This design comes from an exercise in tuning for small area, a short achievable clock period and few clock cycles on the open sky130 flow, not from production work. In this exercise RTL edits were held to simulation tests only and were not proved equivalent to the original. Power is estimated from default activity; no workload was simulated.

==> job 2361 <==
Design chipmunk, start of the top module:
module chipmunk
	#(parameter addrSize = 12)
	(input clk,
	 input reset,
	 input [addrSize-1:0] startPC,
	 input [7:0] dataBus,
	 output [7:0] dataBusWrite,
	 output [addrSize-1:0] addrBus,
	 output weMem,
	 output done);
	function [8:0] add8(input [7:0] a, input [7:0] b, input ci);
		reg [7:0] g, p, gg, pp, g2, p2;
		reg [8:0] c;
		integer i, d;
		begin
			g = a & b;
			p = a ^ b;
			gg = g;
			pp = p;
			for (d = 1; d < 8; d = d * 2) begin
				g2 = gg; p2 = pp;
				for (i = d; i < 8; i = i + 1) begin
					g2[i] = gg[i] | (pp[i] & gg[i-d]);
					p2[i] = pp[i] & pp[i-d];
				end
				gg = g2; pp = p2;
			end
			c[0] = ci;
			c[8:1] = gg | (pp & {8{ci}});
			add8 = {c[8], p ^ c[7:0]};
		end
	endfunction
	function [3:0] inc4(input [3:0] a);
		inc4 = {a[3] ^ (&a[2:0]), a[2] ^ (&a[1:0]), a[1] ^ a[0], !a[0]};
	endfunction
	function [3:0] dec4(input [3:0] a);
		dec4 = {a[3] ^ !(|a[2:0]), a[2] ^ !(|a[1:0]), a[1] ^ !a[0], !a[0]};
	endfunction
	function [11:0] inc12(input [11:0] a);
		integer i;
		begin
			for (i = 0; i < 12; i = i + 1)
				inc12[i] = a[i] ^ (&(a | ~((12'd1 << i) - 12'd1)));
		end
	endfunction
	function [7:0] inc8(input [7:0] a);
		integer i;
		begin
			for (i = 0; i < 8; i = i + 1)
				inc8[i] = a[i] ^ (&(a | ~((8'd1 << i) - 8'd1)) | (i == 0));
		end
	endfunction
	function [7:0] dec8(input [7:0] a);
		integer i;
		begin
			for (i = 0; i < 8; i = i + 1)
				dec8[i] = a[i] ^ (!(|(a & ((8'd1 << i) - 8'd1))));
		end
	endfunction
	reg [7:0] aReg, xReg, yReg;
	reg [5:0] spReg;
	reg nFlag, cFlag;
	reg [7:0] zVal;               
	wire zFlag = (zVal == 8'd0);
	reg sF, sO1, sO2, sIX, sP1, sP2, sM, sW, sPL, sR1, sR2, sBD, sC1, sC2, sT, sPW;
	reg [11:0] ar;                
	reg [11:0] pc;                
	reg [7:0] ir;                 
	reg irValid;
	reg [7:0] dr;                 
	reg [3:0] hr;                 
	reg rc;                       
	reg wr;                       
	reg finished;
	reg xSelD, xSelS, xSelB, xSelH, xSelX;    
	reg xWA, xWX, xWY, xXA, xNZ, xPLP;        
  ...
make LEC_CHECK=0 CAP_MARGIN=20 CORE_MARGIN=2 CORE_UTILIZATION=55 SLEW_MARGIN=20 finish   # period 5.0 ns
run.sh (not shown) runs the stock make flow with config.mk's settings and CLKGATE_MAP_FILE= SYNTH_SCRIPT=/design/flow/synth_recipe.tcl, a recipe that flattens the netlist after the stock synthesis.
==> job 5922 (differences from job 2361) <==
Settings changed: SETUP_SLACK_MARGIN set to 2.4.
==> comparison <==
Job 2361 ran to the end with no violations. Job 5922 finished clean. Between job 2361 and job 5922, the lower sequential share of layout area is in job 5922 (gap 4.5 points). In job 2361 the total power is lower than in job 5922, by about 12%. Of job 2361 and job 5922, job 5922 has the higher global-route usage (gap 2.2 points). Against job 2361, the worst setup slack of job 5922 is higher by 0.59 ns. In sequential power, job 2361 and job 5922 hardly differ. Between job 5922 and job 2361, the lower via count is in job 2361 (gap 8.7%, measured against job 2361). Wire length: job 5922 is higher than job 2361 (14%).
Testbench counts of job 2361, summed over its fixed seeds: cycles 330,214.
Testbench counts of job 5922, summed over its fixed seeds: cycles 330,214.


==> inputs of run a <==
Another version of the RTL of chipmunk (not shown whole).
==> flow/config.mk <==
export PLATFORM = sky130hd
export DESIGN_NAME = chipmunk
export DESIGN_NICKNAME = chipmunk
export VERILOG_FILES = /design/flow/design.v
export SDC_FILE = /design/flow/constraint.sdc
export NUM_CORES = 4
export LEC_CHECK = 0
export CAP_MARGIN = 20
export CORE_MARGIN = 2
export CORE_UTILIZATION = 55
export SETUP_SLACK_MARGIN = 2.2
export SLEW_MARGIN = 20
==> flow/constraint.sdc <==
create_clock -name core_clock -period 5.0 [get_ports {clk}]
set_input_delay 1.0000 -clock core_clock [delete_from_list [all_inputs] [get_ports {clk}]]
set_output_delay 1.0000 -clock core_clock [all_outputs]
set_load 0.01 [all_outputs]
==> run b (differences from run a) <==
==> flow/design.v (replaced) <==
module chipmunk
	#(parameter addrSize = 12)
	(input clk,
	 input reset,
	 input [addrSize-1:0] startPC,
	 input [7:0] dataBus,
	 output [7:0] dataBusWrite,
	 output [addrSize-1:0] addrBus,
	 output weMem,
	 output done);
	function [8:0] add8(input [7:0] a, input [7:0] b, input ci);
		reg [7:0] g, p, gg, pp, g2, p2;
		reg [8:0] c;
		integer i, d;
		begin
			g = a & b;
			p = a ^ b;
			gg = g;
			pp = p;
			for (d = 1; d < 8; d = d * 2) begin
				g2 = gg; p2 = pp;
				for (i = d; i < 8; i = i + 1) begin
					g2[i] = gg[i] | (pp[i] & gg[i-d]);
					p2[i] = pp[i] & pp[i-d];
				end
				gg = g2; pp = p2;
			end
			c[0] = ci;
			c[8:1] = gg | (pp & {8{ci}});
			add8 = {c[8], p ^ c[7:0]};
		end
	endfunction
	function [3:0] inc4(input [3:0] a);
		inc4 = {a[3] ^ (&a[2:0]), a[2] ^ (&a[1:0]), a[1] ^ a[0], !a[0]};
	endfunction
	function [3:0] dec4(input [3:0] a);
		dec4 = {a[3] ^ !(|a[2:0]), a[2] ^ !(|a[1:0]), a[1] ^ !a[0], !a[0]};
	endfunction
	function [11:0] inc12(input [11:0] a);
		integer i;
		begin
			for (i = 0; i < 12; i = i + 1)
				inc12[i] = a[i] ^ (&(a | ~((12'd1 << i) - 12'd1)));
		end
	endfunction
	function [7:0] inc8(input [7:0] a);
		integer i;
		begin
			for (i = 0; i < 8; i = i + 1)
				inc8[i] = a[i] ^ (&(a | ~((8'd1 << i) - 8'd1)) | (i == 0));
		end
	endfunction
	function [7:0] dec8(input [7:0] a);
		integer i;
		begin
			for (i = 0; i < 8; i = i + 1)
				dec8[i] = a[i] ^ (!(|(a & ((8'd1 << i) - 8'd1))));
		end
	endfunction
	reg [7:0] aReg, xReg, yReg;
	reg [5:0] spReg;
	reg nFlag, cFlag;
	reg [7:0] zVal;               
	wire zFlag = (zVal == 8'd0);
	reg sF, sO1, sO2, sP1, sP2, sM, sW, sR1, sR2, sBD, sC1, sC2, sPW;
	reg [11:0] ar;                
	reg [11:0] pc;                
	reg [7:0] ir;                 
	reg irValid;
	reg [7:0] dr;                 
	reg [3:0] hr;                 
	reg rc;                       
	reg finished;
	reg xAluA, xAluX, xAluY, xSub, xUseC;    
	reg wsA, wsX, wsY, wsD;
	reg pX, pY;
	reg pR;                       
	reg rs;                       
	reg cx;                       
	assign addrBus = ar;
	assign weMem = !(sW || sC1 || sC2);
	assign done = finished;
	wire [5:0] f = ir[7:2];
	wire [1:0] ss = ir[1:0];
	wire iBr    = f[5:3] == 3'b111;
	wire iBsr   = f == 6'h39;
	wire iRmw   = f[5:3] == 3'b011 && f[0];
	wire iMem   = !f[5] && f[0] && f != 6'h07;       
	wire iSt    = f == 6'h21 || f == 6'h23 || f == 6'h25;
	wire iLdy   = f == 6'h28;
	wire iSty   = f == 6'h29;
	wire taken = !f[2] ? (!f[1] || (f[0] == nFlag)) :
	             (!f[1] ? (f[0] == zFlag) : (f[0] == cFlag));
	wire [5:0] bf = dataBus[7:2];
	wire [1:0] bs = dataBus[1:0];
	wire bStack = bf[5:3] == 3'b110;
	wire bRts   = bf == 6'h27;
	wire bMem   = !bf[5] && bf[0] && bf != 6'h07;
	wire bSt    = bf == 6'h21 || bf == 6'h23 || bf == 6'h25 || bf == 6'h29;
	wire bBr    = bf[5:3] == 3'b111;
	wire bPhp   = bf == 6'h30;
	wire [11:0] arInc = inc12(ar);
	wire [7:0]  spInc8 = inc8({2'b0, spReg});
	wire [7:0]  spDec8 = dec8({2'b0, spReg});
	wire [5:0]  spInc = spInc8[5:0];
	wire [5:0]  spDec = spDec8[5:0];
	wire spUp = (sF && (bRts || (bStack && bf[0]))) || sR1;
	wire spDown = (sW && (f[5:3] == 3'b110)) || sC1 || sC2;
	wire [5:0] spN = spUp ? spInc : (spDown ? spDec : spReg);
	wire [7:0] idx = ({8{pX}} & xReg) | ({8{pY}} & yReg) | ({8{pR}} & ar[7:0]);
	wire [8:0] idxIn = add8(dataBus, idx, pR);
	wire [3:0] tgtHi = (!pR || cx == rs) ? hr : (cx ? inc4(hr) : dec4(hr));
	wire [3:0] busHi = dataBus[3:0];
	wire [3:0] busHiInc = inc4(busHi);
	wire [11:0] idxA = {cx ? busHiInc : busHi, dr};
	reg nF, nO1, nO2, nP1, nP2, nM, nW, nR1, nR2, nBD, nC1, nC2, nPW;
	reg aInc, aPC, aSP, aHB, aIdx, aPtr, aHD, aHold;
	always @* begin
		{nF, nO1, nO2, nP1, nP2, nM, nW, nR1, nR2, nBD, nC1, nC2, nPW} = 13'b0;
		{aInc, aPC, aSP, aHB, aIdx, aPtr, aHD, aHold} = 8'b0;
		if (sF) begin
			if (bRts) begin nR1 = 1'b1; aSP = 1'b1; end
			else if (bPhp) begin nPW = 1'b1; aSP = 1'b1; end
			else if (bStack && !bf[0]) begin nW = 1'b1; aSP = 1'b1; end
			else if (bStack) begin nM = 1'b1; aSP = 1'b1; end
			else if (bs != 2'b00) begin nO1 = 1'b1; aInc = 1'b1; end
			else if (bMem) nM = 1'b1;                  
			else if (bSt) nW = 1'b1;                   
			else if (bBr) begin nBD = 1'b1; aInc = 1'b1; end
			else begin nF = 1'b1; aInc = 1'b1; end
		end
		if (sO1) begin
			if (ss[1]) begin nO2 = 1'b1; aInc = 1'b1; end
			else if (iMem) begin nM = 1'b1; aHB = 1'b1; end
			else if (iSt) begin nW = 1'b1; aHB = 1'b1; end
			else if (iLdy || iSty) begin nP1 = 1'b1; aHB = 1'b1; end
			else if (iBr && taken) begin
				if (iBsr) begin nC1 = 1'b1; aSP = 1'b1; end
				else begin nBD = 1'b1; aHold = 1'b1; end
			end
			else begin nF = 1'b1; aInc = 1'b1; end
		end
		if (sO2) begin
			if (iMem || iSt || (iSty && ss[0])) begin
				if (iMem) nM = 1'b1; else nW = 1'b1;
				aIdx = 1'b1;
			end
			else if (!ss[0] && (iLdy || iSty)) begin
				if (iLdy) nM = 1'b1; else nW = 1'b1;
				aIdx = 1'b1;
			end
			else if (iBr && taken) begin
				if (iBsr) begin nC1 = 1'b1; aSP = 1'b1; end
				else begin nF = 1'b1; aIdx = 1'b1; end
			end
			else begin nF = 1'b1; aInc = 1'b1; end
		end
		if (sP1) begin nP2 = 1'b1; aPtr = 1'b1; end
		if (sP2) begin
			if (iLdy) nM = 1'b1; else nW = 1'b1;
			aIdx = 1'b1;
		end
		if (sM) begin
			if (iRmw) begin nW = 1'b1; aHold = 1'b1; end
			else begin nF = 1'b1; aPC = 1'b1; end
		end
		if (sW) begin nF = 1'b1; aPC = 1'b1; end
		if (sPW) begin nW = 1'b1; aHold = 1'b1; end
		if (sR1) begin nR2 = 1'b1; aSP = 1'b1; end
		if (sR2) begin nF = 1'b1; aHB = 1'b1; end
		if (sBD) begin
			if (!taken) begin nF = 1'b1; aPC = 1'b1; end
			else if (iBsr) begin nC1 = 1'b1; aSP = 1'b1; end
			else begin nF = 1'b1; aHD = 1'b1; end
		end
		if (sC1) begin nC2 = 1'b1; aSP = 1'b1; end
		if (sC2) begin
			nF = 1'b1; aHD = 1'b1;
		end
	end
	wire [11:0] arN = ({12{aInc}} & arInc) |
	                  ({12{aPC}}  & pc) |
	                  ({12{aSP}}  & {6'b000111, spN}) |
	                  ({12{aHB}}  & {hr, dataBus}) |
	                  ({12{aIdx}} & idxA) |
	                  ({12{aPtr}} & {4'b0, inc8(dr)}) |
	                  ({12{aHD}}  & {tgtHi, dr});
	always @(posedge clk) begin
		if (!reset) begin
			{sF, sO1, sO2, sP1, sP2, sM, sW, sR1, sR2, sBD, sC1, sC2, sPW} <= 13'h1000;
			ar <= startPC;
		end else begin
			{sF, sO1, sO2, sP1, sP2, sM, sW, sR1, sR2, sBD, sC1, sC2, sPW} <=
				{nF, nO1, nO2, nP1, nP2, nM, nW, nR1, nR2, nBD, nC1, nC2, nPW};
			if (!aHold)
				ar <= arN;
		end
	end
	always @(posedge clk) begin
		if (!reset)
			finished <= 1'b0;
		else if (sF && dataBus == 8'h83)
			finished <= 1'b1;
	end
	always @(posedge clk) begin
		if (!reset)
			irValid <= 1'b0;
		else if (sF)
			irValid <= 1'b1;
	end
	always @(posedge clk)
		if (sF || sO1 || sO2)
			pc <= arInc;
	always @(posedge clk) begin
		if (!reset)
			spReg <= 6'd63;
		else
			spReg <= spN;
	end
	always @(posedge clk) begin
		if (sF) begin
			ir <= dataBus;
			dr <= {7'b0, bf[5:3] == 3'b101 && bf[2:1] != 2'b00};
			hr <= 4'b0;
		end
		if (sO1)
			dr <= dataBus;
		if (sO1 && pR) begin
			hr <= ar[11:8];
			rs <= dataBus[7];
		end
		if ((sO1 && (ss[1] || pR)) || sP1) begin
			dr <= idxIn[7:0];
			cx <= idxIn[8];
		end
		if (sO2)
			hr <= idxA[11:8];
		if (sR1)
			hr <= dataBus[3:0];
		if (sM) begin
			case (f[2:1])
				2'b00: dr <= {dataBus[6:0], cFlag};         
				2'b01: dr <= {cFlag, dataBus[7:1]};         
				2'b10: dr <= inc8(dataBus);                 
				default: dr <= dec8(dataBus);               
			endcase
			if (!iRmw)
				dr <= dataBus;
			rc <= f[1] ? dataBus[0] : dataBus[7];
		end
		if (sPW)
			dr <= {5'b0, nFlag, zFlag, cFlag};
	end
	wire [7:0] cb = sF ? dataBus : ir;
	wire [5:0] cf = cb[7:2];
	wire [1:0] cs = cb[1:0];
	wire cMem = !cf[5] && cf[0] && cf != 6'h07;
	wire cSt  = cf == 6'h21 || cf == 6'h23 || cf == 6'h25 || cf == 6'h29;
	wire cBr  = cf[5:3] == 3'b111;
	wire cAluX = cf == 6'h16 || cf == 6'h17 || cf == 6'h2C || cf == 6'h2D;
	wire cAluY = cf == 6'h1C || cf == 6'h2E || cf == 6'h2F;
	always @(posedge clk) begin
		xAluX <= cAluX;
		xAluY <= cAluY;
		xAluA <= !(cAluX || cAluY);
		xSub  <= cf[5:2] == 4'b0101 || cf == 6'h1C || (cf[5:3] == 3'b001 && cf[1]) ||
		         (cf[5:3] == 3'b101 && cf[0]);
		xUseC <= cf[5:2] == 4'b0011;
		wsA   <= cf == 6'h21 || cf == 6'h29 || cf == 6'h32;
		wsX   <= cf == 6'h23 || cf == 6'h34;
		wsY   <= cf == 6'h25 || cf == 6'h36;
		wsD   <= cf[5:3] == 3'b011 && cf[0] || cf == 6'h30;
		pX    <= cs == 2'b11 && (cMem || cSt || cBr);
		pY    <= (cf == 6'h28 || cf == 6'h29) && cs != 2'b11;
		pR    <= cBr && cs == 2'b01;
	end
	wire xSelD = f[5:1] == 5'b00000 || f[5:1] == 5'b00001 || f[5:1] == 5'b00010 ||
	           f == 6'h19 || f == 6'h1B || f == 6'h1D || f == 6'h1F ||
	           f == 6'h28 || f == 6'h33 || f == 6'h35 || f == 6'h37;
	wire xSelS = f[5:3] == 3'b001 || f[5:2] == 4'b0101 || f == 6'h1C ||
	           (f[5:3] == 3'b101 && f[2:1] != 2'b00);
	wire xSelB = f[5:2] == 4'b0100;
	wire xSelH = f == 6'h18 || f == 6'h1A;
	wire xSelX = f == 6'h24 || f == 6'h26;
	wire xWA = f[5:1] == 5'b00000 || f[5:3] == 3'b001 || f[5:2] == 4'b0100 ||
	           f == 6'h18 || f == 6'h1A || f == 6'h24 || f == 6'h26 ||
	           f == 6'h28 || f[5:1] == 5'b10101 || f == 6'h33;
	wire xWX = f[5:1] == 5'b00001 || f[5:1] == 5'b10110 || f == 6'h35;
	wire xWY = f[5:1] == 5'b00010 || f[5:1] == 5'b10111 || f == 6'h37;
	wire xXA = f == 6'h22 || f == 6'h26;
	wire xNZ = f[5:3] == 3'b000 && f[2:1] != 2'b11 ||
	           f[5:3] == 3'b001 || f[5:2] == 4'b0100 || f[5:2] == 4'b0101 ||
	           f[5:2] == 4'b0110 || f == 6'h1C || f == 6'h1D || f == 6'h1F ||
	           (f[5:3] == 3'b101 && f[2:1] != 2'b00);
	wire xPLP = f == 6'h31;
	wire xCF = f[5:1] == 5'b00011;
	wire xCS = f[5:3] == 3'b001 || f[5:2] == 4'b0101 || f == 6'h1C;
	wire xCH = f == 6'h18 || f == 6'h1A;
	wire xCR = f == 6'h19 || f == 6'h1B;
	wire [7:0] aluL = ({8{xAluA}} & aReg) | ({8{xAluX}} & xReg) | ({8{xAluY}} & yReg);
	wire [8:0] sum = add8(aluL, xSub ? ~dr : dr, xUseC ? cFlag : xSub);
	wire [7:0] bitRes = ir[3] ? (aReg ^ dr) : ~(aReg | dr);
	wire [7:0] shRes = ir[3] ? {1'b0, aReg[7:1]} : {aReg[6:0], 1'b0};
	wire shC = ir[3] ? aReg[0] : aReg[7];
	wire [7:0] res = ({8{xSelD}} & dr) | ({8{xSelS}} & sum[7:0]) | ({8{xSelB}} & bitRes) |
	                 ({8{xSelH}} & shRes) | ({8{xSelX}} & xReg);
	wire ex = sF && irValid;
	always @(posedge clk) begin
		if (ex && xWA)
			aReg <= res;
		if (ex && (xWX || xXA))
			xReg <= ({8{xXA}} & aReg) | ({8{xSelD}} & dr) | ({8{xSelS}} & sum[7:0]);
		if (ex && xWY)
			yReg <= ({8{xSelD}} & dr) | ({8{xSelS}} & sum[7:0]);
		if (ex && xNZ) begin
			nFlag <= res[7];
			zVal <= res;
		end
		if (ex && xPLP) begin
			nFlag <= dr[2];
			zVal <= {7'b0, !dr[1]};
		end
		if (ex && (xCF || xCS || xCH || xCR || xPLP))
			cFlag <= (xCF & ir[2]) | (xCS & sum[8]) | (xCH & shC) | (xCR & rc) | (xPLP & dr[0]);
	end
	assign dataBusWrite = ({8{wsA}} & aReg) | ({8{wsX}} & xReg) | ({8{wsY}} & yReg) |
	                      ({8{wsD}} & dr) | ({8{sC1}} & pc[7:0]) | ({8{sC2}} & {4'b0, pc[11:8]});
endmodule
Settings changed: ABC_AREA set to 1, SETUP_SLACK_MARGIN 2.2 to 2.4, TNS_END_PERCENT set to 5.
==> notes <==
In sequential power, run a and run b hardly differ. In run b the sequential cell count is lower than in run a, by 1. Between run a and run b, the lower non-clock buffer count is in run b (gap 85). Against run a, the worst setup slack of run b is better by 110 ps. Of run a and run b, run a has the higher critical path depth (gap 4). Global-route usage: run b is lower than run a (2.8 points).
==> figures <==
quantity	run a	run b
Run status	no timing/DRC/antenna violations	no timing/DRC/antenna violations
DRT met1 WL	14.3 mm	12.5 mm
Number of nets at the end of the flow	1289	1335
Detail Placement HPWL	24.7 mm	22.0 mm
Fillers	1426	1416
XOR/XNOR share of the synthesized area	4.29%	3.00%
Signal inverters	53	141
Endpoint of the most critical setup path	ar[10]	dataBusWrite[0]
Endpoint of the worst hold path	finished	zVal[5]
Met2 layer usage reported by global route	61.9%	56.8%
Sequential cell count of the final layout	115	114
Worst reg-to-reg path cell count	9	6
Distinct cell type count of the synthesized netlist	87	55
Number of enable-type register cells in the synthesized netlist	78	61
Testbench counts of run a, summed over its fixed seeds: cycles 330,214.
Testbench counts of run b, summed over its fixed seeds: cycles 328,514.

## what the ideal ports hide
The results above use ideal ports. As a check the final layouts listed here were re-extracted and re-timed, cells and wires unchanged. Step 1 assumes that a clkbuf_16 drives the clock port and a buf_2 every other input. Step 2 times the ports against the registers' clock, not the clock port: input delays grow and output delays shrink by t, the midpoint of the rising clock arrivals with the driver on. Slacks: no drivers / after step 1 / after step 2; pairs: no drivers / after step 1.
| run | shift t [ns] | slack for setup (ns) | hold slack, ns | worst setup path after step 2 | slew at the worst register clock pin (ns) |
|---|---|---|---|---|---|
| job 2361 | 0.468 | 1.519 / 1.519 / 1.123 | 0.484 / 0.484 / 0.484 | input to register | 0.07 / 0.07 |
| job 5922 | 0.479 | 2.109 / 2.109 / 1.887 | 0.545 / 0.545 / 0.545 | input to register | 0.07 / 0.07 |
| run a | 0.469 | 2.159 / 2.155 / 1.726 | 0.473 / 0.473 / 0.473 | input to register | 0.06 / 0.06 |
| run b | 0.467 | 2.273 / 2.230 / 2.075 | 0.452 / 0.452 / 0.452 | input to register | 0.06 / 0.06 |
After both steps every run listed still meets setup and hold. The setup slack of run a, which loses most, moves by -0.004 ns with the drivers and by -0.433 ns with both steps.
